Source: an optimization exercise on an open RTL-to-GDS flow (aim: small area). Production flows keep margins and buffers that such runs may drop. The RTL was checked by simulation tests, not by an equivalence proof against the original design. The clock cells of runs 1 to 3, 6 and 7 come from the design's own scripts or RTL, not from TritonCTS. No driver is modelled on the clock port, so clock power and skew are understated where the tree is cut down; a real chip needs a root buffer or a tree. Power figures rest on the tool's default switching activity, not on a simulated workload.

`flow/flow/run.sh`:
```
#!/bin/bash
# Own layout flow: the standard layout (standard.sh) with three changes:
#  1. synthesis maps the logic with an area-oriented ABC script (flow/abc.script)
#     instead of ORFS's speed script, and leaves adders to ABC too
#     (ADDER_MAP_FILE empty, so no half/full adder cells are extracted
#     first); everything else in the synthesis (synth_recipe.tcl, ORFS
#     synth.tcl) is unchanged, so registers keep their
#     names and cell types;
#  2. ports are buffered with sky130_fd_sc_hd__buf_1;
#  3. clock tree synthesis inserts no dummy loads, or, when flow/one_clk_buf
#     names a buffer cell, flow/cts_hook.tcl replaces the clock tree with
#     a few such buffers (flow/one_clk_n of them, default 2), each driving
#     the clock pins of one cluster of registers.
# Each tool's output goes to a log file of its own in this folder.
set -euo pipefail
W=$(pwd)
F=$W/flow

sed 's#log_cmd abc {\*}$abc_args#log_cmd abc -script '"$F"'/abc.script {*}$lib_args {*}$lib_dont_use_args#' \
    "$FLOW_HOME/scripts/synth.tcl" > "$W/area_synth.tcl"
grep -q "$F/abc.script" "$W/area_synth.tcl"
sed "s#source \$::env(SCRIPTS_DIR)/synth.tcl#source $W/area_synth.tcl#" \
    "$W/synth_recipe.tcl" > "$W/area_synth_recipe.tcl"
grep -q "source $W/area_synth.tcl" "$W/area_synth_recipe.tcl"

sed -E "s#SYNTH_SCRIPT=[^ ']*synth_recipe.tcl#SYNTH_SCRIPT=$W/area_synth_recipe.tcl ADDER_MAP_FILE=#" \
    "$W/standard.sh" > "$W/area_standard.sh"
grep -q "SYNTH_SCRIPT=$W/area_synth_recipe.tcl" "$W/area_standard.sh"

export BUFFER_PORTS_ARGS="-buffer_cell sky130_fd_sc_hd__buf_1"
CTS="-sink_clustering_enable -repair_clock_nets -dont_use_dummy_load"
if [[ -f "$F/cts_args" ]]; then CTS="$CTS $(cat "$F/cts_args")"; fi
export CTS_ARGS="$CTS"
if [[ -f "$F/one_clk_buf" ]]; then
  export PRE_CTS_TCL="$F/cts_hook.tcl"
  export ONE_CLK_NET=clk
  export ONE_CLK_BUF="$(cat "$F/one_clk_buf")"
  export ONE_CLK_N=2
  if [[ -f "$F/one_clk_n" ]]; then ONE_CLK_N="$(cat "$F/one_clk_n")"; fi
fi

bash "$W/area_standard.sh" > "$W/flow_make.log" 2>&1 || { tail -50 "$W/flow_make.log"; exit 1; }
tail -5 "$W/flow_make.log"
# copy each ORFS step log beside this script's log
mkdir -p "$W/flow_logs"
cp -r "$W"/orfs/logs/* "$W/flow_logs/" 2>/dev/null || true
test -f "$W/out/final.def"
```
`flow/flow/abc.script`:
```
strash
&get -n
&deepsyn -T 20
&put
&get -n
&st
&dch -f
&nf -a -R 1000
&put
topo
```
`flow/flow/cts_hook.tcl`:
```
# Sourced by ORFS's cts.tcl (PRE_CTS_TCL) just before it calls
# clock_tree_synthesis. The design has few registers, so instead of a
# buffer tree the clock port drives ONE_CLK_N clock buffers (ONE_CLK_BUF),
# each placed at the centre of a cluster of registers (k-means on the
# placed register positions) and driving the clock pins of that cluster.
# The rest of cts.tcl (legalisation, timing repair, outputs) runs unchanged.
proc clock_tree_synthesis { args } {
  set db [ord::get_db]
  set block [ord::get_db_block]
  set clk [$block findNet $::env(ONE_CLK_NET)]
  set master [$db findMaster $::env(ONE_CLK_BUF)]
  set k $::env(ONE_CLK_N)
  set sinks {}
  foreach it [$clk getITerms] {
    set bb [[$it getInst] getBBox]
    lappend sinks [list $it [expr { ([$bb xMin] + [$bb xMax]) / 2.0 }] \
      [expr { ([$bb yMin] + [$bb yMax]) / 2.0 }]]
  }
  set n [llength $sinks]
  # initial centres: sinks spread along x
  set sorted [lsort -real -index 1 $sinks]
  set cx {}
  set cy {}
  for { set c 0 } { $c < $k } { incr c } {
    set s [lindex $sorted [expr { int(($c + 0.5) * $n / $k) }]]
    lappend cx [lindex $s 1]
    lappend cy [lindex $s 2]
  }
  for { set iter 0 } { $iter < 20 } { incr iter } {
    set assign {}
    foreach s $sinks {
      set best 0
      set bd 1e30
      for { set c 0 } { $c < $k } { incr c } {
        set d [expr { abs([lindex $s 1] - [lindex $cx $c]) + abs([lindex $s 2] - [lindex $cy $c]) }]
        if { $d < $bd } {
          set bd $d
          set best $c
        }
      }
      lappend assign $best
    }
    for { set c 0 } { $c < $k } { incr c } {
      set sx 0.0
      set sy 0.0
      set m 0
      foreach s $sinks a $assign {
        if { $a == $c } {
          set sx [expr { $sx + [lindex $s 1] }]
          set sy [expr { $sy + [lindex $s 2] }]
          incr m
        }
      }
      if { $m > 0 } {
        lset cx $c [expr { $sx / $m }]
        lset cy $c [expr { $sy / $m }]
      }
    }
  }
  for { set c 0 } { $c < $k } { incr c } {
    set buf [odb::dbInst_create $block $master clkbuf_${c}_clk]
    set net [odb::dbNet_create $block clknet_${c}_clk]
    $net setSigType CLOCK
    set m 0
    foreach s $sinks a $assign {
      if { $a == $c } {
        set it [lindex $s 0]
        $it disconnect
        $it connect $net
        incr m
      }
    }
    [$buf findITerm A] connect $clk
    [$buf findITerm X] connect $net
    $buf setLocation [expr { int([lindex $cx $c]) }] [expr { int([lindex $cy $c]) }]
    $buf setPlacementStatus PLACED
    puts "clock buffer clkbuf_${c}_clk ($::env(ONE_CLK_BUF)) drives $m clock pins"
  }
  set_propagated_clock [all_clocks]
}
```
`flow/flow/one_clk_buf`:
```
sky130_fd_sc_hd__clkbuf_16
```
`flow/standard.sh`:
```
#!/bin/bash
# synth_recipe.tcl (not shown) runs the flow's synth.tcl, then flattens the netlist and writes it again
# the make line also repeats each setting of config.mk as NAME=value (left out here)
make -C /OpenROAD-flow-scripts/flow DESIGN_CONFIG=/design/flow/config.mk WORK_HOME=/design/flow/orfs CLKGATE_MAP_FILE= SYNTH_SCRIPT=/design/flow/synth_recipe.tcl "${@:-finish}"
```
`flow/config.mk`:
```
export PLATFORM = sky130hd
export DESIGN_NAME = Simon
export DESIGN_NICKNAME = Simon
export VERILOG_FILES = /design/flow/design.v
export SDC_FILE = /design/flow/constraint.sdc
export NUM_CORES = 4
export LEC_CHECK = 0
export CAP_MARGIN = 20
export CORE_MARGIN = 2
export CORE_UTILIZATION = 70
export SLEW_MARGIN = 20
```
`flow/constraint.sdc`:
```
create_clock -name core_clock -period 10.0 [get_ports {clk}]
set_input_delay 2.0000 -clock core_clock [delete_from_list [all_inputs] [get_ports {clk}]]
set_output_delay 2.0000 -clock core_clock [all_outputs]
set_load 0.01 [all_outputs]
```
`flow/design.v`:
```
`timescale 1ns / 1ps
module Simon(
    output [3:0]    an,
    output [6:0]    seg,
    output [15:0]   led,
    input  [3:0]    sw,
    input           clk,
    input           btnR,      
    input           btnL,      
    input           btnC       
    );
wire        rst_n = sw[3];
reg  [1:0]  state;
reg  [2:0]  round;
reg  [2:0]  count;
reg  [7:0]  ran_n;       
reg  [7:0]  seq_n;       
reg  [10:0] t;
reg  [10:0] t2;
reg         s1, s2, dly;
reg         s1l, s2l, q;
reg         dbr, dbl;
wire        st0 = (state == 2'd0);
wire        st1 = (state == 2'd1);
wire        st2 = (state == 2'd2);
wire        st3 = (state == 2'd3);
wire [14:0] x = {t2[3:0], t};
wire        cp = dly & ~q;       
wire        rp = dly & ~dbr;     
wire        lp = q & ~dbl;       
wire [2:0]  bsel   = state[1] ? count : x[13:11];
wire        bitn   = seq_n[bsel];      
wire        wrong  = (rp & bitn) | (lp & ~bitn);
wire        anyp   = rp | lp;
wire        last   = (count == round);
wire        done   = (x[14:11] == {1'b0, round} + 4'd1);
wire        finish = ~x[14] & ~x[13] & (&x[12:0]);
reg  [1:0]  nstate;
always @* begin
    case (state)
        2'd0: nstate = cp ? 2'd1 : 2'd0;
        2'd1: nstate = done ? 2'd2 : 2'd1;
        2'd2: nstate = wrong ? 2'd3 :
                       (!anyp || !last) ? 2'd2 :
                       (round == 3'd7) ? 2'd3 : 2'd1;
        default: nstate = finish ? 2'd0 : 2'd3;
    endcase
end
wire        chg  = ~rst_n | (nstate != state);
wire        fill = rst_n & ~state[0];           
wire        run  = ~chg & ~state[0];            
wire        clr1 = ~state[0] & (s1 ^ s2);
wire        inc2 = ~state[0] | (&t);
wire        clr2 = ~state[0] & (s1l ^ s2l);
always @(posedge clk) begin
    if (chg)        t <= {11{fill}};
    else if (clr1)  t <= 11'd0;
    else            t <= t + 11'd1;
    if (chg)        t2 <= {~state[0] & ~wrong, 6'd0, {4{~state[0]}}};
    else if (clr2)  t2 <= 11'd0;
    else            t2 <= t2 + inc2;
    s1  <= run & (state[1] ? btnR : btnC);
    s2  <= run & s1;
    dly <= run & (state[1] ? dbr : q);
    s1l <= run & btnL;
    s2l <= run & s1l;
    q   <= rst_n & (st2 ? (run & dbl) : st0 ? (t[10] ? s2 : q) : 1'b0);
    dbr <= rst_n & ((st2 & t[10]) ? s2 : dbr);
    dbl <= rst_n & ((st2 & t2[10]) ? s2l : dbl);
    if (!rst_n) begin
        ran_n   <= 8'hff;
        seq_n   <= 8'hff;
        state   <= 2'd0;
        round   <= 3'd0;
        count   <= 3'd0;
    end else begin
        ran_n   <= ran_n - 8'd1;
        if (st0 & ~cp)
            seq_n <= ran_n;
        state   <= nstate;
        case (state)
            2'd0: begin
                round <= 3'd0;
                count <= 3'd0;
            end
            2'd1: count <= 3'd0;
            2'd2: if (anyp & ~wrong) begin
                if (last) begin
                    if (round != 3'd7) round <= round + 3'd1;
                end else
                    count <= count + 3'd1;
            end
            default: ;
        endcase
    end
end
wire        lit = st1 & x[10] & ~x[14];
wire        act = st3 & ~x[14] & ~x[13] & ~(&x[12:0]);
wire        res = t2[10];
reg  [3:0]  an_d;
reg  [6:0]  seg_d;
always @* begin
    case (x[7:6])
        2'b00: begin an_d = 4'b0111; seg_d = res ? 7'b0011001 : 7'b1000111; end
        2'b01: begin an_d = 4'b1011; seg_d = res ? 7'b0000110 : 7'b1000000; end
        2'b10: begin an_d = 4'b1101; seg_d = res ? 7'b0001000 : 7'b0010010; end
        default: begin an_d = 4'b1110; seg_d = res ? 7'b0001001 : 7'b0000110; end
    endcase
end
assign an         = act ? an_d : 4'b1111;
assign seg        = act ? seg_d : 7'b1111111;
assign led[15:8]  = sw[0] ? ~seq_n : 8'd0;
assign led[7:6]   = sw[1] ? state : 2'd0;
assign led[5:4]   = {lit & bitn, lit & ~bitn};
assign led[3]     = 1'b0;
assign led[2:0]   = sw[2] ? round : count;
endmodule
```
==> results by group, run 1 <==
Critical path
  • Critical path arrival: 2790 ps
  • Buffers & Inverters on Critical Path: 2
  • Top cell by count, worst path: and3_1
  • Kind of cell adding the most delay to the critical path: simple AND/OR/NAND/NOR gates
  • Critical Path Source Type: flop
  • CP max-delay cell: dfxtp_1
  • Crit-path cells: and3_1 -> and2_0 -> and3_1 -> and4_1 -> and3_1 -> nand3_1 -> and2_0 -> and3_1 -> clkinv_1 -> and2_0 -> buf_1
  • Slowest stage delay, CP: 400 ps
  • Flop2flop setup slack: 6090 ps
  • WP depth: 11
  • Worst Setup End Kind: output pin
  • WS Path Type: flop to output pin
  • Worst-path fanout max: 9
  • WP data required: 8000 ps
  • R2R cell count: 11

STA
  • # setup viols final: 0
  • Setup ws final: 5210 ps
  • Final period util: 0.479
  • RSZ-0062 raised after global routing: false
  • Final Hold Viols: 0
  • Total Negative Setup Slacks: 0 ps
  • Worst slew margin: 0.484
  • Actual slew at the worst max-slew pin: 769 ps
  • Clock skew: 5.33 ps
  • Worst Hold Slack: 452 ps
  • Max-slew violations: 0
  • Maximum clock rate: 209 MHz
  • Post-route minimum period: 4790 ps

Finish
  • Layout cells sized above 1: 0.0131
  • Nets: 316
  • N_diodes: 0
  • Area grow syn2layout: 9.71%
  • Final core occ: 0.790

Synthesis
  • Adder-Cell Fraction of Synth Area: 0
  • Top-area cell type share of the netlist area: 0.453
  • Xor and xnor area share after synthesis: 0.0698
  • Leading area contributor after synthesis: dfxtp_1
  • Post-synth ARST share: 0
  • Ys flop type: dfxtp_1
  • Post-synthesis mux area share: 0.0441
  • Largest family of logic cells by synthesized area: simple AND/OR/NAND/NOR gates
  • Post-Synth Simple-Gate Area: 0.214
  • Flops & latches, synth: 54
  • Cells after Synth: 271
  • Avg Cell Area, Syn: 8.80 µm²
  • Syn Std Cell Area: 2380 µm²
  • Post-synth EDFFs: 0
  • Compound-cell area share of the yosys netlist: 0.197
  • Synth warn: 1
  • Register area share after synthesis: 0.453
  • Synth top area cells: dfxtp_1 (45%), o21ai_0 (6.5%), xnor2_1 (5.9%)
  • Synth cell types: 37
  • Syn_nets: 279

Pwr
  • Tot Pwr: 339 µW
  • Static Leakage: 0.000884 µW
  • VDD IR max: 0.000132 V
  • Pwr Density: 130 nW/µm²

Detailed routing
  • TritonRoute pass-1 iters: 4
  • Initial DRC Count: 97
  • Post-route ant nets: 0
  • Via/cell ratio: 5.88
  • Post-Route WL: 4820 µm
  • DRC Markers: 0
  • Routed wire per std cell: 13.7 µm
  • Via count: 2,068

Die
  • DIE AREA: 3890 µm²
  • Die Y: 62.4 µm
  • I/O pins: 35
  • Core area: 3310 µm²
  • Site Rows: 21
  • Die width: 62.4 µm
  • Initial Util: 0.720

Global routing
  • Total global routing overflow: 0
  • Vias in the first global route: 1,901
  • Initial antenna violation count: 0
  • GRT Total Usage: 0.245
  • First-pass GRT wire length: 8220 µm
  • Largest net degree at the start of global routing: 30

Placed design
  • I/O Buffers: 33
  • Placer congestion estimate: 0.853
  • Detailed Place HPWL: 3490 µm
  • Setup slack at placement: 5340 ps

Worst hold path
  • Worst hold path depth: 1
  • HP Class: flop to flop

CTS
  • Post-cts sizing count: 0
  • Hold bufs inserted after CTS: 0
  • Reg clk slew, reported paths: 100 ps
  • Worst skew pair latency: 160 ps
  • Setup Fix Bufs, Post-CTS: 0

Run
  • Max-cap violations: 0

Status
  • Status: finished clean
## kinds of logic (layout without fill, tap and decap cells)
group           after synthesis  count (layout)
mux                           9               9
buf+inv                      12              47
compound gates               77              77
xor+xnor                     19              19
simple gates                 99              99
other cells                   1               1
flops                        54              54
## through the flow
| step | area, µm² | cells |
|---|---|---|
| CTS | 2620 | 352 |
| global route | 2620 | 352 |
| detailed placement | 2570 | 350 |
| global placement | 2570 | 350 |
| finish | 2620 | 352 |
| floorplan | 2380 | 271 |
## synthesized netlist by cell type (all sizes together), types with 2 or more instances
cell type and number:
a21o 4, a21oi 16, a31oi 4, and2 10
and3 9, clkinv 11, dfxtp 54, mux2 2
mux2i 6, nand2 21, nand2b 4, nand3 11
nand4 2, nor2 16, nor2b 9, nor3 8
nor3b 2, o21a 2, o21ai 31, o22a 8
o31ai 5, or3 4, xnor2 16, xor2 3
## placed cells by master, fill, tap and decap left out, types with 2 or more instances in the layout
master	n
o21ai_1	2
and3_1	9
a21o_1	4
or3_1	4
nor3b_1	2
mux2_1	2
o22a_1	8
a21oi_1	16
xnor2_1	16
xor2_1	3
o31ai_1	5
nand4_1	2
buf_1	33
nand2b_1	4
nor3_1	8
dfxtp_1	54
nand2_1	21
nand3_1	11
and2_0	10
nor2_1	16
o21a_1	2
a31oi_1	4
clkinv_1	11
nor2b_1	9
mux2i_1	6
o21ai_0	29
clkbuf_16	2
## where the power goes
group	internal, µW	switching (µW)	leakage, µW
combinational	10.1	14.0	0.000419
sequential	220	6.44	0.000440
clock	36.9	51.5	0.0000246
total	267	71.9	0.000884
## registers in the layout (all words and copies together) (netlist names)
signal  count
s1          1
s1l         1
t2         11
dbl         1
s2l         1
ran_n       8
seq_n       8
round       3
count       3
s2          1
dbr         1
dly         1
state       2
q           1
t          11
## worst paths after layout
kind | start | to
max reg2reg | state[1] | t2[10]
min | ran_n[0] | ran_n[0]
max | t[0] | seg[2]
min reg2reg | ran_n[0] | ran_n[0]
## area by class of cell
cell class | count | area [µm²]
flip-flops and latches | 54 | 1080
well taps | 46 | 57.6
fillers | 263 | 694
repair buffers | 34 | 131
plain buffers | 2 | 50.0
inverters | 11 | 41.3
multi-input cells | 205 | 1250
## layer usage
| layer | track usage | vias up | routed length [µm] |
|---|---|---|---|
| li1 | - | 1049 | - |
| met1 | 0.331 | 952 | 2250 |
| met2 | 0.450 | 60 | 2290 |
| met3 | 0.0126 | 7 | 233 |
| met4 | 0.0306 | 0 | 54 |
| met5 | 0 | - | 0 |
==> run 2: changes to the inputs <==
==> flow/flow/abc.script (replaced) <==
strash
&get -n
&deepsyn -T 20
&put
dch -f
amap
topo
==> flow/flow/one_clk_n (new file) <==
2
==> run 2 against run 1 <==
Still clean on timing, DRC and antenna. Clock skew is 2.1 ps higher. Flip-flop and latch count stayed put. Sequential power hardly changed. Routed wire length is 7.8% higher. Die area is 1.2% lower. Hold slack worse by 21 ps. Critical path depth is 10 higher. Worst setup slack worse by 170 ps. Final cell count is 11% higher. Core utilization is 0.51 points lower. Synthesized cell count is 15% higher. Power is 0.70% higher. Critical endpoint is now an[1]. Largest power group unchanged.
==> results by group, run 2 <==
STA
  • Worst slew margin: 0.339 (was 0.484)
  • Final Hold Viols: 0 (unchanged)
  • # setup viols final: 0 (unchanged)
  • Total Negative Setup Slacks: 0 ps (unchanged)
  • Max-slew violations: 0 (unchanged)
  • Post-route minimum period: 4960 ps (was 4790 ps)
  • Clock skew: 7.40 ps (was 5.33 ps)
  • Final period util: 0.496 (was 0.479)
  • Actual slew at the worst max-slew pin: 981 ps (was 769 ps)
  • RSZ-0062 raised after global routing: false (unchanged)
  • Maximum clock rate: 202 MHz (was 209 MHz)

Critical path
  • Flop2flop setup slack: 5480 ps (was 6090 ps)
  • Kind of cell adding the most delay to the critical path: simple AND/OR/NAND/NOR gates (unchanged)
  • WS Path Type: flop to output pin (unchanged)
  • CP max-delay cell: a31oi_1 (was dfxtp_1)
  • WP depth: 21 (was 11)
  • Slowest stage delay, CP: 470 ps (was 400 ps)
  • Buffers & Inverters on Critical Path: 9 (was 2)
  • Critical path arrival: 2960 ps (was 2790 ps)
  • Worst r2r src: state[1] (unchanged)
  • Critical Path Source Type: flop (unchanged)
  • Worst-path fanout max: 7 (was 9)
  • R2r endpoint: t[9] (was t2[10])
  • WP data required: 8000 ps (about the same)
  • Top cell by count, worst path: clkinv_1 (was and3_1)
  • Worst Setup End Kind: output pin (unchanged)
  • Crit-path cells: nand2_1 -> clkinv_1 -> nand2_1 -> clkinv_1 -> nand2_1 -> clkinv_1 -> nand2_1 -> clkinv_1 -> nand2_1 -> nor2_1 -> clkinv_1 -> nor2_1 -> nand2_1 -> clkinv_1 -> nand2_1 -> nor2_1 -> a31oi_1 -> clkinv_1 -> nor3_1 -> clkinv_1 -> buf_1 (was and3_1 -> and2_0 -> and3_1 -> and4_1 -> and3_1 -> nand3_1 -> and2_0 -> and3_1 -> clkinv_1 -> and2_0 -> buf_1)
  • R2R cell count: 15 (was 11)

Worst hold path
  • HP Class: flop to flop (unchanged)
  • Worst hold path depth: 1 (unchanged)
  • Worst Hold End: ran_n[0] (unchanged)
  • Hold Path Origin: ran_n[0] (unchanged)

Die
  • DIE AREA: 3840 µm² (was 3890 µm²)
  • Die Y: 62 µm (was 62.4 µm)
  • Die width: 62 µm (was 62.4 µm)
  • I/O pins: 35 (unchanged)
  • Initial Util: 0.717 (was 0.720)
  • Site Rows: 21 (unchanged)
  • Core area: 3280 µm² (was 3310 µm²)

Synthesis
  • Syn Std Cell Area: 2350 µm² (was 2380 µm²)
  • Syn_nets: 319 (was 279)
  • Flops & latches, synth: 54 (unchanged)
  • Post-synth ARST share: 0 (unchanged)
  • Avg Cell Area, Syn: 7.57 µm² (was 8.80 µm²)
  • Count leader, synth: dfxtp_1 (unchanged)
  • Top post-synthesis cells by count: dfxtp_1 (54), nor2_1 (52), clkinv_1 (43), o21ai_0 (35), nand2_1 (32) (was dfxtp_1 (54), o21ai_0 (31), nand2_1 (21))
  • Synth cell types: 31 (was 37)
  • Leading area contributor after synthesis: dfxtp_1 (unchanged)
  • Cells after Synth: 311 (was 271)
  • Top-area cell type share of the netlist area: 0.459 (was 0.453)
  • Ys flop type: dfxtp_1 (unchanged)
  • Synth warn: 1 (unchanged)
  • Register area share after synthesis: 0.459 (was 0.453)
  • Synth top area cells: dfxtp_1 (46%), nor2_1 (8.3%), o21ai_0 (7.4%) (was dfxtp_1 (45%), o21ai_0 (6.5%), xnor2_1 (5.9%))
  • Post-synth EDFFs: 0 (unchanged)

Global routing
  • First-pass GRT wire length: 8120 µm (was 8220 µm)
  • GRT Total Usage: 0.271 (was 0.245)
  • Total global routing overflow: 0 (unchanged)
  • Initial antenna violation count: 0 (unchanged)
  • Vias in the first global route: 1,960 (was 1,901)
  • Largest net degree at the start of global routing: 28 (was 30)

Detailed routing
  • Post-Route WL: 5190 µm (was 4820 µm)
  • DRC Markers: 0 (unchanged)
  • Via/cell ratio: 5.86 (was 5.88)
  • Initial DRC Count: 213 (was 97)
  • Via count: 2,290 (was 2,068)
  • TritonRoute pass-1 iters: 5 (was 4)
  • Post-route ant nets: 0 (unchanged)
  • Routed wire per std cell: 13.3 µm (was 13.7 µm)

Pwr
  • Static Leakage: 0.000849 µW (was 0.000884 µW)
  • Pwr Density: 132 nW/µm² (was 130 nW/µm²)
  • VDD IR max: 0.000139 V (was 0.000132 V)
  • Tot Pwr: 342 µW (was 339 µW)

Placed design
  • I/O Buffers: 33 (unchanged)
  • Placer congestion estimate: 0.968 (was 0.853)
  • Detailed Place HPWL: 3930 µm (was 3490 µm)
  • DP Area: 2530 µm² (was 2570 µm²)

Finish
  • Final instance area: 2580 µm² (was 2620 µm²)
  • Nets: 355 (was 316)
  • Multi-input gate area: 1100 µm² (was 1250 µm²)
  • Largest regs: t2 (11), t (11) (unchanged)
  • Commonest non-fill, non-tap cell in the layout: dfxtp_1 (unchanged)
  • Final core occ: 0.785 (was 0.790)
  • N_diodes: 0 (unchanged)
  • Area grow syn2layout: 9.51% (was 9.71%)
  • Layout cells sized above 1: 0.00580 (was 0.0131)
  • Commonest non-fill, non-tap cells in the layout: dfxtp_1 (54), nor2_1 (52), clkinv_1 (43) (was dfxtp_1 (54), buf_1 (33), o21ai_0 (29))
  • Fillcell total: 261 (was 263)
  • Reg area: 1080 µm² (unchanged)

Run
  • Max-cap violations: 0 (unchanged)

CTS
  • Worst skew pair latency: 160 ps (about the same)
  • Setup Fix Bufs, Post-CTS: 0 (unchanged)
  • Post-cts sizing count: 0 (unchanged)
  • Hold bufs inserted after CTS: 0 (unchanged)
  • Reg clk slew, reported paths: 100 ps (about the same)

Status
  • Status: finished clean (unchanged)
## run 2: layout make-up
cell class | instances | share of cell area
buffer | 2 | 0.0194
inverter | 43 | 0.0626
multi-input combinational | 213 | 0.428
sequential | 54 | 0.419
tap | 46 | 0.0223
timing repair buffer | 33 | 0.0480
## run 2: through the flow
stage / cells / setup slack (ps) / hold WS [ps]
4_1_cts: 391 / 5020 / 433
6_report: 391 / 5040 / 431
5_1_grt: 391 / 4520 / 461
3_5_place_dp: 389 / 5240 / 410
3_3_place_gp: 389 / 5350 / 405
2_1_floorplan: 311 / 5560 / 385
## run 2: worst max-delay path by stage
stage / from / endpoint
2_1_floorplan: t[0] / an[1]
3_3_place_gp: t[1] / an[1]
3_5_place_dp: t[0] / an[1]
4_1_cts: t[1] / an[1]
5_1_grt: t[0] / an[1]
6_report: t[0] / an[1]
## run 2: cells by family (layout without fill, tap and decap cells)
logic type             after synthesis  after routing  synth area share
buffers and inverters               44             78            0.0717
AOI/OAI and AO/OA                   92             92             0.248
DFF                                 54             54             0.459
and+or+nand+nor                    120            120             0.219
other                                1              1           0.00159
## run 2: per-layer routing
layer | part of all wire | GRT usage | up-vias | wire (µm)
li1 | - | - | 1154 | -
met1 | 0.42 | 0.347 | 1048 | 2160
met2 | 0.52 | 0.497 | 77 | 2680
met3 | 0.051 | 0.0207 | 11 | 264
met4 | 0.017 | 0.0578 | 0 | 89
met5 | 0 | 0 | - | 0
## run 2: power breakdown
part | switching, µW | internal (µW)
sequential | 5.58 | 221
combinational | 18.1 | 9.18
clock | 51.2 | 36.9
total | 74.8 | 267
==> run 3: changes to the inputs <==
==> flow/flow/abc.script (replaced) <==
strash
&get -n
&deepsyn -T 20
&put
dch -f
amap
strash
dch -f
amap
topo
==> run 3 against run 2 <==
Maximum frequency grew 0.86%. Hold slack lost 1.2 ps. Largest power group unchanged. Final cell count grew 0.26%. Core utilization shrank 0.19 points. Clock power grew 2.5%. Register-to-register slack gained 130 ps. Global-route usage grew 0.37 points. Die area shrank 0.26%. Critical endpoint is now seg[0]. First-iteration DRC count shrank 4.2%. Via count shrank 3.8%. Highest routed layer unchanged.
==> results by group, run 3 <==
Detailed routing
  • Post-Route WL: 5130 µm (was 5190 µm)
  • TritonRoute pass-1 iters: 4 (was 5)
  • DRC Markers: 0 (unchanged)
  • Routed wire per std cell: 13.1 µm (was 13.3 µm)
  • Post-route ant nets: 0 (unchanged)
  • Via count: 2,204 (was 2,290)
  • Initial DRC Count: 204 (was 213)
  • Via/cell ratio: 5.62 (was 5.86)

Global routing
  • Initial antenna violation count: 0 (unchanged)
  • First-pass GRT wire length: 8220 µm (was 8120 µm)
  • GRT Total Usage: 0.275 (was 0.271)
  • Total global routing overflow: 0 (unchanged)
  • Vias in the first global route: 1,925 (was 1,960)
  • M1 GR Usage: 0.373 (was 0.347)
  • Grt met3 use: 0.0248 (was 0.0207)
  • GRT met2 Usage: 0.487 (was 0.497)
  • Most Crowded Layer GR: met2 (unchanged)
  • Largest net degree at the start of global routing: 35 (was 28)

CTS
  • Reg clk slew, reported paths: 120 ps (was 100 ps)
  • Worst skew pair latency: 180 ps (was 160 ps)
  • Setup Fix Bufs, Post-CTS: 0 (unchanged)
  • Hold bufs inserted after CTS: 0 (unchanged)
  • Post-cts sizing count: 0 (unchanged)

Finish
  • Final Non-Filler Cells: 392 (was 391)
  • Final core occ: 0.783 (was 0.785)
  • Commonest non-fill, non-tap cell in the layout: dfxtp_1 (unchanged)
  • Area grow syn2layout: 9.54% (was 9.51%)
  • Commonest non-fill, non-tap cells in the layout: dfxtp_1 (54), nor2_1 (51), clkinv_1 (41) (was dfxtp_1 (54), nor2_1 (52), clkinv_1 (43))
  • Layout cells sized above 1: 0.00578 (was 0.00580)
  • Nets: 356 (was 355)
  • Largest regs: t2 (11), t (11) (unchanged)
  • N_diodes: 0 (unchanged)

STA
  • Maximum clock rate: 203 MHz (was 202 MHz)
  • Post-route minimum period: 4920 ps (was 4960 ps)
  • Actual slew at the worst max-slew pin: 1020 ps (was 981 ps)
  • Max-slew violations: 0 (unchanged)
  • Final Hold Viols: 0 (unchanged)
  • Total Negative Setup Slacks: 0 ps (unchanged)
  • RSZ-0062 raised after global routing: false (unchanged)
  • # setup viols final: 0 (unchanged)
  • Worst slew margin: 0.312 (was 0.339)
  • Clock skew: 29.1 ps (was 7.40 ps)
  • Final period util: 0.492 (was 0.496)

Critical path
  • Critical Path Source Type: flop (unchanged)
  • WP depth: 23 (was 21)
  • Slowest stage delay, CP: 360 ps (was 470 ps)
  • Buffers & Inverters on Critical Path: 8 (was 9)
  • Worst r2r src: state[1] (unchanged)
  • CP max-delay cell: dfxtp_1 (was a31oi_1)
  • Crit-path cells: nand2_1 -> clkinv_1 -> nand2_1 -> clkinv_1 -> nand2_1 -> clkinv_1 -> nand2_1 -> clkinv_1 -> nand2_1 -> nor2_1 -> clkinv_1 -> nor2_1 -> nand2_1 -> clkinv_1 -> nand2_1 -> nor2_1 -> nand3_1 -> nand4_1 -> clkinv_1 -> o21ai_0 -> nor2_1 -> nor2_1 -> buf_1 (was nand2_1 -> clkinv_1 -> nand2_1 -> clkinv_1 -> nand2_1 -> clkinv_1 -> nand2_1 -> clkinv_1 -> nand2_1 -> nor2_1 -> clkinv_1 -> nor2_1 -> nand2_1 -> clkinv_1 -> nand2_1 -> nor2_1 -> a31oi_1 -> clkinv_1 -> nor3_1 -> clkinv_1 -> buf_1)
  • WS Path Type: flop to output pin (unchanged)
  • Critical path arrival: 2920 ps (was 2960 ps)
  • Worst-path fanout max: 6 (was 7)
  • R2R cell count: 17 (was 15)
  • Kind of cell adding the most delay to the critical path: simple AND/OR/NAND/NOR gates (unchanged)
  • Worst Setup End Kind: output pin (unchanged)
  • WP data required: 8000 ps (about the same)
  • Worst setup path start: t[0] (unchanged)

Pwr
  • Tot Pwr: 342 µW (about the same)
  • VDD IR max: 0.000165 V (was 0.000139 V)
  • Pwr Density: 133 nW/µm² (was 132 nW/µm²)
  • Static Leakage: 0.000843 µW (was 0.000849 µW)

Die
  • Core area: 3280 µm² (unchanged)
  • DIE AREA: 3830 µm² (was 3840 µm²)
  • Initial Util: 0.715 (was 0.717)
  • Site Rows: 21 (unchanged)
  • I/O pins: 35 (unchanged)
  • Die Y: 61.9 µm (was 62 µm)
  • Die width: 61.9 µm (was 62 µm)

Synthesis
  • Top post-synthesis cells by count: dfxtp_1 (54), nor2_1 (51), clkinv_1 (41), o21ai_0 (38), nand2_1 (35) (was dfxtp_1 (54), nor2_1 (52), clkinv_1 (43), o21ai_0 (35), nand2_1 (32))
  • Count leader, synth: dfxtp_1 (unchanged)
  • Post-synth EDFFs: 0 (unchanged)
  • Syn Std Cell Area: 2350 µm² (about the same)
  • Flops & latches, synth: 54 (unchanged)
  • Leading area contributor after synthesis: dfxtp_1 (unchanged)
  • Avg Cell Area, Syn: 7.53 µm² (was 7.57 µm²)
  • Post-synth ARST share: 0 (unchanged)
  • Ys flop type: dfxtp_1 (unchanged)
  • Synth warn: 1 (unchanged)
  • Synth top area cells: dfxtp_1 (46%), nor2_1 (8.2%), o21ai_0 (8.1%) (was dfxtp_1 (46%), nor2_1 (8.3%), o21ai_0 (7.4%))
  • Cells after Synth: 312 (was 311)
  • Synth cell types: 29 (was 31)
  • Register area share after synthesis: 0.460 (was 0.459)
  • Top-area cell type share of the netlist area: 0.460 (was 0.459)
  • Syn_nets: 320 (was 319)

Worst hold path
  • HP Class: flop to flop (unchanged)
  • Hold Path Origin: ran_n[0] (unchanged)
  • Worst hold path depth: 1 (unchanged)

Placed design
  • Placer congestion estimate: 0.893 (was 0.968)
  • I/O Buffers: 33 (unchanged)
  • Placed instance count: 390 (was 389)
  • Detailed Place HPWL: 3850 µm (was 3930 µm)

Run
  • Max-cap violations: 0 (unchanged)

Status
  • Status: finished clean (unchanged)
-- run 3: changes by cell type after synthesis, sizes merged, moves of 2 or more --
cell and change:
o21ai +3, clkinv -2, a221oi -3, nand2 +3
nand4 +2, a211oi +2, a22oi +2, a221o +2
a211o -3, o22ai +2, nor3 -2
-- run 3: area by class of cell --
cell class,instances,area [µm²]
Multi-Input combinational cell,216,1110
Sequential cell,54,1080
Fill cell,260,712
Inverter,41,154
Timing Repair Buffer,33,124
Tap cell,46,57.6
Buffer,2,50.0
-- run 3: through the flow --
| step | hold WS (ps) | area, µm² | setup WS, ps |
|---|---|---|---|
| after global placement | 397 | 2520 | 5360 |
| after CTS | 430 | 2570 | 5070 |
| after global routing | 463 | 2570 | 4520 |
| final | 429 | 2570 | 5080 |
| after detailed placement | 405 | 2520 | 5280 |
| after floorplan | 385 | 2350 | 5590 |
-- run 3: cells by family after synthesis --
| logic type | Yosys count | synth area share |
|---|---|---|
| other | 1 | 0.00160 |
| buffers and inverters | 42 | 0.0687 |
| DFF | 54 | 0.460 |
| and+or+nand+nor | 121 | 0.221 |
| AOI/OAI and AO/OA | 94 | 0.248 |
-- run 3: power breakdown --
part / internal (µW) / switching, µW
Clock: 37.0 / 53.3
Combinational: 9.00 / 17.3
Sequential: 221 / 5.15
-- run 3: path summary, 6_finish.rpt --
path	slack [ps]	endpoint
worst max-delay path	5080	seg[0]
worst min-delay path	430	ran_n[0]
worst max register to register	5610	t2[1]
worst min register to register	430	ran_n[0]
-- run 3: metal layers --
| metal | vias up | wire length (µm) |
|---|---|---|
| li1 | 1157 | - |
| met1 | 1003 | 2370 |
| met2 | 40 | 2540 |
| met3 | 4 | 181 |
| met4 | 0 | 40 |
| met5 | - | 0 |
==> run 4: changes to the inputs <==
==> flow/flow/abc.script (replaced) <==
strash
&get -n
&deepsyn -T 20
&put
&get -n
&st
&dch -f
&nf -a -R 1000
&put
topo
==> flow/flow/one_clk_buf (replaced) <==
sky130_fd_sc_hd__clkbuf_8
==> flow/flow/one_clk_n (replaced) <==
3
--- a/flow/config.mk
+++ b/flow/config.mk
@@ -7,5 +7,5 @@
 export LEC_CHECK = 0
 export CAP_MARGIN = 20
 export CORE_MARGIN = 2
-export CORE_UTILIZATION = 70
+export CORE_UTILIZATION = 85
 export SLEW_MARGIN = 20
==> run 4 against run 3 <==
The run now fails in global placement. Synthesized cell count decreased by 13%. Area after synthesis increased by 1.5%.
==> results by group, run 4 <==
Die
  • Die width: 57.0 µm (was 61.9 µm)
  • Initial Util: 0.880 (was 0.715)
  • Site Rows: 19 (was 21)
  • I/O pins: 35 (unchanged)
  • Die Y: 57.0 µm (was 61.9 µm)

Synthesis
  • Top post-synthesis cells by count: dfxtp_1 (54), o21ai_0 (31), nand2_1 (21) (was dfxtp_1 (54), nor2_1 (51), clkinv_1 (41), o21ai_0 (38), nand2_1 (35))
  • Largest family of logic cells by synthesized area: simple AND/OR/NAND/NOR gates (was compound AO/OA/AOI/OAI gates)
  • Post-synth EDFFs: 0 (unchanged)
  • Compound-cell area share of the yosys netlist: 0.197 (was 0.248)
  • Flops & latches, synth: 54 (unchanged)
  • Leading area contributor after synthesis: dfxtp_1 (unchanged)
  • Post-Synth Simple-Gate Area: 0.214 (was 0.221)
  • Top-area cell type share of the netlist area: 0.453 (was 0.460)
  • Ys flop type: dfxtp_1 (unchanged)
  • Register area share after synthesis: 0.453 (was 0.460)
  • Post-synth ARST share: 0 (unchanged)
  • Post-synthesis mux area share: 0.0441 (was 0)
  • Synth warn: 1 (unchanged)
  • Cells after Synth: 271 (was 312)
  • Synth top area cells: dfxtp_1 (45%), o21ai_0 (6.5%), xnor2_1 (5.9%) (was dfxtp_1 (46%), nor2_1 (8.2%), o21ai_0 (8.1%))
  • Synth cell types: 37 (was 29)
  • Xor and xnor area share after synthesis: 0.0698 (was 0)
  • Syn_nets: 279 (was 320)
  • Adder-Cell Fraction of Synth Area: 0 (unchanged)
  • Count leader, synth: dfxtp_1 (unchanged)
  • Avg Cell Area, Syn: 8.80 µm² (was 7.53 µm²)
  • Syn Std Cell Area: 2380 µm² (was 2350 µm²)

Status
  • Status: aborted with a tool error (was finished clean)
  • Run Error: [ERROR GPL-0301] Utilization 103.019 % exceeds 100%.
  • Last stage reached: global placement

Placed design
  • I/O Buffers: 33 (unchanged)
run 4: cell count changes after synthesis, sizes merged, moves of 8 or more:
cell	delta
a21oi	+8
nand2	-14
nor2	-35
clkinv	-30
o22ai	-17
xnor2	+16
run 4: kinds of logic after synthesis:
kind of cell           count (synthesis)
buffers and inverters                 12
flip-flops                            54
AO/OA/AOI/OAI                         77
AND/OR/NAND/NOR                       99
XOR/XNOR                              19
other                                  1
multiplexers                           9
==> run 5: changes to the inputs <==
==> flow/flow/abc.script (replaced) <==
strash
&get -n
&deepsyn -T 20
&put
dch -f
amap
topo
--- a/flow/config.mk
+++ b/flow/config.mk
@@ -7,5 +7,5 @@
 export LEC_CHECK = 0
 export CAP_MARGIN = 20
 export CORE_MARGIN = 2
-export CORE_UTILIZATION = 85
+export CORE_UTILIZATION = 78
 export SLEW_MARGIN = 20
==> run 5 against run 4 <==
The run again fails in global placement. Area after synthesis fell by 1.3%. Synthesized cell count rose by 15%.
==> results by group, run 5 <==
Synthesis
  • Synth warn: 1 (unchanged)
  • Leading area contributor after synthesis: dfxtp_1 (unchanged)
  • Post-synth ARST share: 0 (unchanged)
  • Synth top area cells: dfxtp_1 (46%), nor2_1 (8.3%), o21ai_0 (7.4%) (was dfxtp_1 (45%), o21ai_0 (6.5%), xnor2_1 (5.9%))
  • Ys flop type: dfxtp_1 (unchanged)
  • Syn Std Cell Area: 2350 µm² (was 2380 µm²)
  • Post-synth EDFFs: 0 (unchanged)
  • Flops & latches, synth: 54 (unchanged)
  • Top-area cell type share of the netlist area: 0.459 (was 0.453)
  • Avg Cell Area, Syn: 7.57 µm² (was 8.80 µm²)
  • Count leader, synth: dfxtp_1 (unchanged)
  • Register area share after synthesis: 0.459 (was 0.453)
  • Top post-synthesis cells by count: dfxtp_1 (54), nor2_1 (52), clkinv_1 (43), o21ai_0 (35), nand2_1 (32) (was dfxtp_1 (54), o21ai_0 (31), nand2_1 (21))
  • Cells after Synth: 311 (was 271)
  • Synth cell types: 31 (was 37)
  • Syn_nets: 319 (was 279)

Die
  • Die width: 58.9 µm (was 57.0 µm)
  • Site Rows: 19 (unchanged)
  • Initial Util: 0.839 (was 0.880)
  • I/O pins: 35 (unchanged)
  • Die Y: 58.9 µm (was 57.0 µm)

Status
  • Last stage reached: global placement (unchanged)
  • Status: aborted with a tool error (unchanged)
  • Run Error: [ERROR GPL-0301] Utilization 101.189 % exceeds 100%. (was [ERROR GPL-0301] Utilization 103.019 % exceeds 100%.)

Placed design
  • I/O Buffers: 33 (unchanged)
run 5: cell count changes after synthesis, sizes merged, moves of 5 or more:
cell / delta
nor3: +7
a21oi: -9
clkinv: +32
and2: -8
o22ai: +15
nor2: +36
nand2: +11
mux2i: -6
and3: -6
xnor2: -16
nor2b: -5
nand3: -6
run 5: logic make-up after synthesis:
group,Yosys count,share of synthesized area
other cells,1,0.00159
flops,54,0.459
compound gates,92,0.248
buf+inv,44,0.0717
simple gates,120,0.219
==> run 6: changes to the inputs <==
--- a/flow/design.v
+++ b/flow/design.v
@@ -9,6 +9,7 @@
     input           btnL,      
     input           btnC       
     );
+localparam [10:0] LHIT = 11'h2bf;
 wire        rst_n = sw[3];
 reg  [1:0]  state;
 reg  [2:0]  round;
@@ -16,7 +17,7 @@
 reg  [7:0]  ran_n;       
 reg  [7:0]  seq_n;       
 reg  [10:0] t;
-reg  [10:0] t2;
+reg  [10:0] lf;          
 reg         s1, s2, dly;
 reg         s1l, s2l, q;
 reg         dbr, dbl;
@@ -24,17 +25,19 @@
 wire        st1 = (state == 2'd1);
 wire        st2 = (state == 2'd2);
 wire        st3 = (state == 2'd3);
-wire [14:0] x = {t2[3:0], t};
+wire [3:0]  xh = {s2l, s1l, s2, s1};    
+wire        tc = &t;                     
 wire        cp = dly & ~q;       
 wire        rp = dly & ~dbr;     
 wire        lp = q & ~dbl;       
-wire [2:0]  bsel   = state[1] ? count : x[13:11];
+wire [2:0]  bsel   = state[1] ? count : xh[2:0];
 wire        bitn   = seq_n[bsel];      
 wire        wrong  = (rp & bitn) | (lp & ~bitn);
 wire        anyp   = rp | lp;
 wire        last   = (count == round);
-wire        done   = (x[14:11] == {1'b0, round} + 4'd1);
-wire        finish = ~x[14] & ~x[13] & (&x[12:0]);
+wire [3:0]  rp1    = {1'b0, round} + 4'd1;
+wire        done   = (xh == rp1);
+wire        finish = ~xh[3] & ~xh[2] & xh[1] & xh[0] & tc;
 reg  [1:0]  nstate;
 always @* begin
     case (state)
@@ -50,23 +53,33 @@
 wire        fill = rst_n & ~state[0];           
 wire        run  = ~chg & ~state[0];            
 wire        clr1 = ~state[0] & (s1 ^ s2);
-wire        inc2 = ~state[0] | (&t);
-wire        clr2 = ~state[0] & (s1l ^ s2l);
+wire        clrl = ~st2 | chg | (s1l ^ s2l);
+wire [3:0]  xh_inc = xh + {3'd0, tc};
 always @(posedge clk) begin
     if (chg)        t <= {11{fill}};
     else if (clr1)  t <= 11'd0;
     else            t <= t + 11'd1;
-    if (chg)        t2 <= {~state[0] & ~wrong, 6'd0, {4{~state[0]}}};
-    else if (clr2)  t2 <= 11'd0;
-    else            t2 <= t2 + inc2;
-    s1  <= run & (state[1] ? btnR : btnC);
-    s2  <= run & s1;
+    if (clrl)       lf <= 11'd0;
+    else            lf <= {lf[9:0], ~(lf[10] ^ lf[8])};
+    if (chg) begin
+        s1  <= fill;
+        s2  <= fill;
+        s1l <= fill;
+        s2l <= fill;
+    end else if (state[0]) begin
+        {s2l, s1l, s2, s1} <= xh_inc;
+    end else begin
+        s1  <= state[1] ? btnR : btnC;
+        s2  <= s1;
+        s1l <= btnL;
+        s2l <= s1l;
+    end
     dly <= run & (state[1] ? dbr : q);
-    s1l <= run & btnL;
-    s2l <= run & s1l;
-    q   <= rst_n & (st2 ? (run & dbl) : st0 ? (t[10] ? s2 : q) : 1'b0);
+    q   <= rst_n & (st0 ? (t[10] ? s2 : q) :
+                    st2 ? (chg ? ~wrong : dbl) :
+                    st3 & ~chg & q);
     dbr <= rst_n & ((st2 & t[10]) ? s2 : dbr);
-    dbl <= rst_n & ((st2 & t2[10]) ? s2l : dbl);
+    dbl <= rst_n & ((st2 & (lf == LHIT)) ? s2l : dbl);
     if (!rst_n) begin
         ran_n   <= 8'hff;
         seq_n   <= 8'hff;
@@ -86,7 +99,7 @@
             2'd1: count <= 3'd0;
             2'd2: if (anyp & ~wrong) begin
                 if (last) begin
-                    if (round != 3'd7) round <= round + 3'd1;
+                    if (!rp1[3]) round <= rp1[2:0];
                 end else
                     count <= count + 3'd1;
             end
@@ -94,13 +107,13 @@
         endcase
     end
 end
-wire        lit = st1 & x[10] & ~x[14];
-wire        act = st3 & ~x[14] & ~x[13] & ~(&x[12:0]);
-wire        res = t2[10];
+wire        lit = st1 & t[10] & ~xh[3];
+wire        act = st3 & ~xh[3] & ~xh[2] & ~(xh[1] & xh[0] & tc);
+wire        res = q;
 reg  [3:0]  an_d;
 reg  [6:0]  seg_d;
 always @* begin
-    case (x[7:6])
+    case (t[7:6])
         2'b00: begin an_d = 4'b0111; seg_d = res ? 7'b0011001 : 7'b1000111; end
         2'b01: begin an_d = 4'b1011; seg_d = res ? 7'b0000110 : 7'b1000000; end
         2'b10: begin an_d = 4'b1101; seg_d = res ? 7'b0001000 : 7'b0010010; end
==> flow/flow/abc.script (replaced) <==
strash
&get -n
&deepsyn -T 20
&put
dch -f
amap
strash
dch -f
amap
topo
==> flow/flow/one_clk_buf (replaced) <==
sky130_fd_sc_hd__buf_12
==> flow/flow/one_clk_n (replaced) <==
2
--- a/flow/config.mk
+++ b/flow/config.mk
@@ -7,5 +7,5 @@
 export LEC_CHECK = 0
 export CAP_MARGIN = 20
 export CORE_MARGIN = 2
-export CORE_UTILIZATION = 78
+export CORE_UTILIZATION = 70
 export SLEW_MARGIN = 20
==> run 6 against run 5 <==
The run now finishes clean. Area after synthesis is 1.5% lower. Synthesized cell count is 1.3% lower.
==> results by group, run 6 <==
Status
  • Status: finished clean (was aborted with a tool error)

STA
  • Worst slew margin: 0.373
  • RSZ-0062 raised after global routing: false
  • Setup ws final: 4870 ps
  • Clock skew: 9.22 ps
  • # setup viols final: 0
  • Post-route minimum period: 5130 ps
  • Total Negative Setup Slacks: 0 ps
  • Final Hold Viols: 0
  • Maximum clock rate: 195 MHz
  • Actual slew at the worst max-slew pin: 936 ps
  • Max-slew violations: 0
  • Final period util: 0.513

Pwr
  • Pwr Density: 183 nW/µm²
  • Static Leakage: 0.000818 µW
  • Tot Pwr: 462 µW
  • VDD IR max: 0.000203 V

Critical path
  • WP data required: 8000 ps
  • Top cell by count, worst path: clkinv_1
  • Buffers & Inverters on Critical Path: 10
  • Slowest stage delay, CP: 340 ps
  • WS Path Type: flop to output pin
  • Worst-path fanout max: 7
  • Kind of cell adding the most delay to the critical path: simple AND/OR/NAND/NOR gates
  • Critical path arrival: 3130 ps
  • CP max-delay cell: nor3_1
  • Worst Setup End Kind: output pin
  • Crit-path cells: nand2_1 -> clkinv_1 -> nand2_1 -> clkinv_1 -> nand2_1 -> clkinv_1 -> nand2_1 -> clkinv_1 -> nand2_1 -> nor2_1 -> clkinv_1 -> nor2_1 -> nand2_1 -> clkinv_1 -> nand3_1 -> nor2_1 -> nand2_1 -> clkinv_1 -> nor2_1 -> clkinv_1 -> nor3_1 -> clkinv_1 -> buf_1
  • Critical Path Source Type: flop

Synthesis
  • Syn Std Cell Area: 2320 µm² (was 2350 µm²)
  • Register area share after synthesis: 0.466 (was 0.459)
  • Count leader, synth: nor2_1 (was dfxtp_1)
  • Cells after Synth: 307 (was 311)
  • Post-synth ARST share: 0 (unchanged)
  • Top post-synthesis cells by count: nor2_1 (61), dfxtp_1 (54), clkinv_1 (46), nand2_1 (29), o21ai_0 (29) (was dfxtp_1 (54), nor2_1 (52), clkinv_1 (43), o21ai_0 (35), nand2_1 (32))
  • Top-area cell type share of the netlist area: 0.466 (was 0.459)
  • Leading area contributor after synthesis: dfxtp_1 (unchanged)
  • Flops & latches, synth: 54 (unchanged)
  • Post-synth EDFFs: 0 (unchanged)
  • Synth cell types: 26 (was 31)
  • Avg Cell Area, Syn: 7.56 µm² (was 7.57 µm²)
  • Synth top area cells: dfxtp_1 (47%), nor2_1 (9.9%), clkinv_1 (7.4%) (was dfxtp_1 (46%), nor2_1 (8.3%), o21ai_0 (7.4%))
  • Syn_nets: 315 (was 319)
  • Ys flop type: dfxtp_1 (unchanged)
  • Synth warn: 1 (unchanged)

Finish
  • Layout cells sized above 1: 0.00587
  • Commonest non-fill, non-tap cell in the layout: nor2_1
  • Largest regs: lf (11), t (11)
  • Nets: 351
  • Area grow syn2layout: 9.12%
  • Final Non-Filler Cells: 385
  • Commonest non-fill, non-tap cells in the layout: nor2_1 (61), dfxtp_1 (54), clkinv_1 (46)
  • Reg area: 1080 µm²
  • Multi-input gate area: 1060 µm²
  • N_diodes: 0
  • Fillcell total: 206

Global routing
  • Total global routing overflow: 0
  • Initial antenna violation count: 0
  • First-pass GRT wire length: 8320 µm
  • GRT Total Usage: 0.281
  • Largest net degree at the start of global routing: 29
  • Vias in the first global route: 1,928

Placed design
  • Setup slack at placement: 5100 ps
  • Placed instance count: 383
  • Placer congestion estimate: 0.901
  • Detailed Place HPWL: 3870 µm
  • I/O Buffers: 33 (unchanged)

Detailed routing
  • Initial DRC Count: 220
  • TritonRoute pass-1 iters: 5
  • Post-Route WL: 5190 µm
  • DRC Markers: 0
  • Routed wire per std cell: 13.5 µm
  • Post-route ant nets: 0
  • Via/cell ratio: 5.88
  • Via count: 2,264

Die
  • DIE AREA: 3790 µm²
  • I/O pins: 35 (unchanged)
  • Site Rows: 20 (was 19)
  • Initial Util: 0.748 (was 0.839)
  • Core area: 3100 µm²
  • Die Y: 61.6 µm (was 58.9 µm)
  • Die width: 61.6 µm (was 58.9 µm)

CTS
  • Setup Fix Bufs, Post-CTS: 0
  • Post-cts sizing count: 0
  • Worst skew pair latency: 140 ps
  • Hold bufs inserted after CTS: 0
  • Reg clk slew, reported paths: 100 ps

Worst hold path
  • HP Class: flop to flop

Run
  • Max-cap violations: 0
## run 6: cell count changes after synthesis, moves of 4 or more
cell and delta:
o21ai_0 -6, nor3_1 -4, nor2_1 +9, nand4_1 +4
## run 6: final timing paths
kind | from | end | slack (ps) | cells past startpoint
max | t[0] | an[1] | 4870 | 23
min reg2reg | lf[6] | lf[7] | 430 | 2
min | lf[6] | lf[7] | 430 | 2
max reg2reg | state[1] | t[2] | 5920 | 14
## run 6: area by class of cell
type | instances | share of cell area
buffer | 2 | 0.0158
inverter | 46 | 0.0682
multi-input combinational | 206 | 0.418
sequential | 54 | 0.427
tap | 44 | 0.0217
timing repair buffer | 33 | 0.0489
## run 6: worst register-to-register path: cells and delay by family (launching register included)
| kind | cells | cell delay (ps) |
|---|---|---|
| AO/OA/AOI/OAI | 5 | 1460 |
| AND/OR/NAND/NOR | 6 | 1190 |
| buffers and inverters | 3 | 700 |
| flip-flops | 1 | 580 |
## run 6: kinds of logic after synthesis
kind of cell / synth area share
other: 0.00162
and+or+nand+nor: 0.227
AOI/OAI and AO/OA: 0.228
DFF: 0.466
buffers and inverters: 0.0777
## run 6: routing by layer
layer / GRT usage / part of all wire / up-vias
met5: 0 / 0 / -
met4: 0.0365 / 0.0077 / 0
met3: 0.0231 / 0.054 / 5
met2: 0.504 / 0.49 / 77
met1: 0.377 / 0.44 / 1038
li1: - / - / 1144
## run 6: power breakdown
part / switching, µW / internal (µW) / leakage [µW]
sequential: 24.4 / 240 / 0.000442
clock: 50.7 / 32.6 / 0.0000188
combinational: 76.3 / 38.3 / 0.000356
total: 151 / 311 / 0.000818
## run 6: through the flow
stage,hold slack [ps],util,instance area (µm²)
6_report,430,0.816,2530
3_5_place_dp,418,0.803,2490
5_1_grt,447,0.816,2530
3_3_place_gp,403,0.803,2490
4_1_cts,435,0.816,2530
2_1_floorplan,385,-,2320
==> run 7: changes to the inputs <==
==> flow/flow/one_clk_buf (replaced) <==
sky130_fd_sc_hd__clkbuf_16
==> run 7 against run 6 <==
Still clean. Final cell count unchanged. Via count grew 1.0%. Clock power grew 3.7%. Worst setup slack worse by 14 ps. Synthesized cell count unchanged. Routed wire length up 0.64%. Core utilization up 0.32 points. Highest routed layer unchanged.
==> results by group, run 7 <==
Die
  • Die width: 61.6 µm (unchanged)
  • Site Rows: 20 (unchanged)
  • DIE AREA: 3790 µm² (unchanged)
  • Initial Util: 0.748 (unchanged)
  • Die Y: 61.6 µm (unchanged)
  • Core area: 3100 µm² (unchanged)
  • I/O pins: 35 (unchanged)

Detailed routing
  • Post-Route WL: 5230 µm (was 5190 µm)
  • Highest metal used: met4 (unchanged)
  • WL met1: 2280 µm (was 2300 µm)
  • Via/cell ratio: 5.94 (was 5.88)
  • Initial DRC Count: 175 (was 220)
  • Met2 WL: 2610 µm (was 2570 µm)
  • WL met3: 279 µm (was 280 µm)
  • DRC Markers: 0 (unchanged)
  • Routed wire per std cell: 13.6 µm (was 13.5 µm)
  • Via count: 2,287 (was 2,264)
  • TritonRoute pass-1 iters: 6 (was 5)
  • Post-route ant nets: 0 (unchanged)

Critical path
  • Flop2flop setup slack: 5910 ps (was 5920 ps)
  • Critical path arrival: 3140 ps (was 3130 ps)
  • CP max-delay cell: nor3_1 (unchanged)
  • WP data required: 8000 ps (about the same)
  • Slowest stage delay, CP: 340 ps (about the same)
  • Worst Setup End Kind: output pin (unchanged)
  • Kind of cell adding the most delay to the critical path: simple AND/OR/NAND/NOR gates (unchanged)
  • Crit-path cells: nand2_1 -> clkinv_1 -> nand2_1 -> clkinv_1 -> nand2_1 -> clkinv_1 -> nand2_1 -> clkinv_1 -> nand2_1 -> nor2_1 -> clkinv_1 -> nor2_1 -> nand2_1 -> clkinv_1 -> nand3_1 -> nor2_1 -> nand2_1 -> clkinv_1 -> nor2_1 -> clkinv_1 -> nor3_1 -> clkinv_1 -> buf_1 (unchanged)
  • Top cell by count, worst path: clkinv_1 (unchanged)
  • Worst-path fanout max: 7 (unchanged)
  • R2R cell count: 15 (was 14)
  • Buffers & Inverters on Critical Path: 10 (unchanged)
  • R2r endpoint: t[2] (unchanged)
  • Worst r2r src: state[1] (unchanged)
  • WS Path Type: flop to output pin (unchanged)
  • Critical Path Source Type: flop (unchanged)

Synthesis
  • Top-area cell type share of the netlist area: 0.466 (unchanged)
  • Count leader, synth: nor2_1 (unchanged)
  • Synth cell types: 26 (unchanged)
  • Syn Std Cell Area: 2320 µm² (unchanged)
  • Register area share after synthesis: 0.466 (unchanged)
  • Post-synth ARST share: 0 (unchanged)
  • Cells after Synth: 307 (unchanged)
  • Flops & latches, synth: 54 (unchanged)
  • Synth warn: 1 (unchanged)
  • Top post-synthesis cells by count: nor2_1 (61), dfxtp_1 (54), clkinv_1 (46), nand2_1 (29), o21ai_0 (29) (unchanged)
  • Syn_nets: 315 (unchanged)
  • Ys flop type: dfxtp_1 (unchanged)
  • Post-synth EDFFs: 0 (unchanged)
  • Avg Cell Area, Syn: 7.56 µm² (unchanged)
  • Synth top area cells: dfxtp_1 (47%), nor2_1 (9.9%), clkinv_1 (7.4%) (unchanged)
  • Leading area contributor after synthesis: dfxtp_1 (unchanged)

Global routing
  • GRT Total Usage: 0.281 (about the same)
  • First-pass GRT wire length: 8340 µm (was 8320 µm)
  • Largest net degree at the start of global routing: 29 (unchanged)
  • Total global routing overflow: 0 (unchanged)
  • Initial antenna violation count: 0 (unchanged)
  • Vias in the first global route: 1,945 (was 1,928)

Placed design
  • Setup slack at placement: 5100 ps (unchanged)
  • Placer congestion estimate: 0.901 (unchanged)
  • I/O Buffers: 33 (unchanged)
  • Detailed Place HPWL: 3870 µm (unchanged)

CTS
  • Reg clk slew, reported paths: 90 ps (was 100 ps)
  • Post-cts sizing count: 0 (unchanged)
  • Worst skew pair latency: 160 ps (was 140 ps)
  • Hold bufs inserted after CTS: 0 (unchanged)
  • Setup Fix Bufs, Post-CTS: 0 (unchanged)

Finish
  • Layout cells sized above 1: 0.00587 (unchanged)
  • Commonest non-fill, non-tap cell in the layout: nor2_1 (unchanged)
  • Commonest non-fill, non-tap cells in the layout: nor2_1 (61), dfxtp_1 (54), clkinv_1 (46) (unchanged)
  • Area grow syn2layout: 9.55% (was 9.12%)
  • Largest regs: lf (11), t (11) (unchanged)
  • Fillcell total: 204 (was 206)
  • Nets: 351 (unchanged)
  • N_diodes: 0 (unchanged)

Pwr
  • Static Leakage: 0.000823 µW (was 0.000818 µW)
  • Pint: 315 µW (was 311 µW)
  • Clock Power Share: 0.186 (was 0.180)
  • Sequential Power Share: 0.568 (was 0.572)
  • Logic pwr share: 0.246 (was 0.248)
  • Switching Share: 0.322 (was 0.328)
  • VDD IR max: 0.000189 V (was 0.000203 V)
  • Pwr Density: 183 nW/µm² (about the same)
  • P_sw: 150 µW (was 151 µW)

STA
  • RSZ-0062 raised after global routing: false (unchanged)
  • # setup viols final: 0 (unchanged)
  • Worst slew margin: 0.388 (was 0.373)
  • Maximum clock rate: 194 MHz (was 195 MHz)
  • Post-route minimum period: 5140 ps (was 5130 ps)
  • Setup ws final: 4860 ps (was 4870 ps)
  • Max-slew violations: 0 (unchanged)
  • Final period util: 0.514 (was 0.513)
  • Total Negative Setup Slacks: 0 ps (unchanged)
  • Final Hold Viols: 0 (unchanged)
  • Clock skew: 10.7 ps (was 9.22 ps)
  • Actual slew at the worst max-slew pin: 914 ps (was 936 ps)

Worst hold path
  • Worst Hold End: lf[7] (unchanged)
  • Hold Path Origin: lf[6] (unchanged)
  • Worst hold path depth: 2 (unchanged)
  • HP Class: flop to flop (unchanged)

Status
  • Status: finished clean (unchanged)

Run
  • Max-cap violations: 0 (unchanged)
-- run 7: cell counts after synthesis --
Identical to the previous run, type by type.
-- run 7: area by class of cell --
cell class                 instances  area (µm²)  area share
sequential                        54        1080       0.425
timing repair buffer              33         124      0.0487
buffer                             2        50.0      0.0197
multi-input combinational        206        1060       0.417
tap                               44        55.1      0.0217
inverter                          46         173      0.0679
-- run 7: through the flow --
stage,total power (µW),instances,util,cell area [µm²],hold slack [ps]
6_report,465,385,0.819,2540,430
5_1_grt,489,385,0.819,2540,446
4_1_cts,461,385,0.819,2540,435
3_5_place_dp,377,383,0.803,2490,418
3_3_place_gp,374,383,0.803,2490,403
2_1_floorplan,348,307,-,2320,385
-- run 7: worst max path at each step --
stage	from	endpoint	slack [ps]	cells after the start
6_report	t[0]	an[1]	4860	23
5_1_grt	t[0]	an[1]	4330	23
4_1_cts	t[0]	an[1]	4870	23
3_5_place_dp	t[0]	an[1]	5100	23
3_3_place_gp	t[0]	an[1]	5330	23
2_1_floorplan	t[0]	an[1]	5450	22
-- run 7: cell families after synthesis --
family	count (synthesis)	synth area share
buf+inv	47	0.0777
simple gates	123	0.227
compound gates	82	0.228
other cells	1	0.00162
flops	54	0.466
-- run 7: routing by layer --
metal	vias to the layer above	GRT usage
li1	1138	-
met1	1056	0.371
met2	86	0.514
met3	7	0.0231
met4	0	0.0365
met5	-	0
-- run 7: worst register-to-register path, cell delays in order (launching register included) --
cell and delay (ps):
dfxtp_1 580, clkinv_1 340, o22ai_1 440, clkinv_1 230, a221o_1 380, a31oi_1 300
clkinv_1 140, o22ai_1 130, nand2_1 110, nor2_1 170, nand2_1 140, o22ai_1 280
clkinv_1 220, nor2_1 160, nor2_1 150, o21ai_0 230
-- run 7: power by group through the flow --
| stage | sequential, µW | combinational (µW) | clock, µW |
|---|---|---|---|
| 2_1_floorplan | 261 | 86.7 | 0 |
| 3_3_place_gp | 267 | 107 | 0 |
| 3_5_place_dp | 267 | 109 | 0 |
| 4_1_cts | 263 | 111 | 87.4 |
| 5_1_grt | 267 | 128 | 94.5 |
| 6_report | 264 | 115 | 86.5 |

## what the ideal ports hide
In the flow no input, the clock included, has a driving cell. The finished layouts below were timed again as built, in two steps.
Step 1: set_driving_cell puts a clkbuf_16 on clk and a buf_2 on each other input, an assumption about the parent block.
Step 2 times the ports against the registers' clock, not the clock port: input delays grow and output delays shrink by t, the midpoint of the rising clock arrivals with the driver on.
Three values: no drivers, after step 1, after step 2; two values: the first two.
| run | t (ns) | slack for setup (ns) | worst register clock-pin slew, ns |
|---|---|---|---|
| run 1 | 0.206 | 5.208 / 5.160 / 5.315 | 0.10 / 0.10 |
| run 2 | 0.205 | 5.039 / 4.992 / 5.196 | 0.10 / 0.10 |
| run 3 | 0.205 | 5.081 / 5.038 / 5.242 | 0.12 / 0.12 |
| run 6 | 0.181 | 4.872 / 4.821 / 5.003 | 0.10 / 0.10 |
| run 7 | 0.203 | 4.858 / 4.811 / 5.014 | 0.10 / 0.10 |
After both steps setup and hold are still met in every run listed.
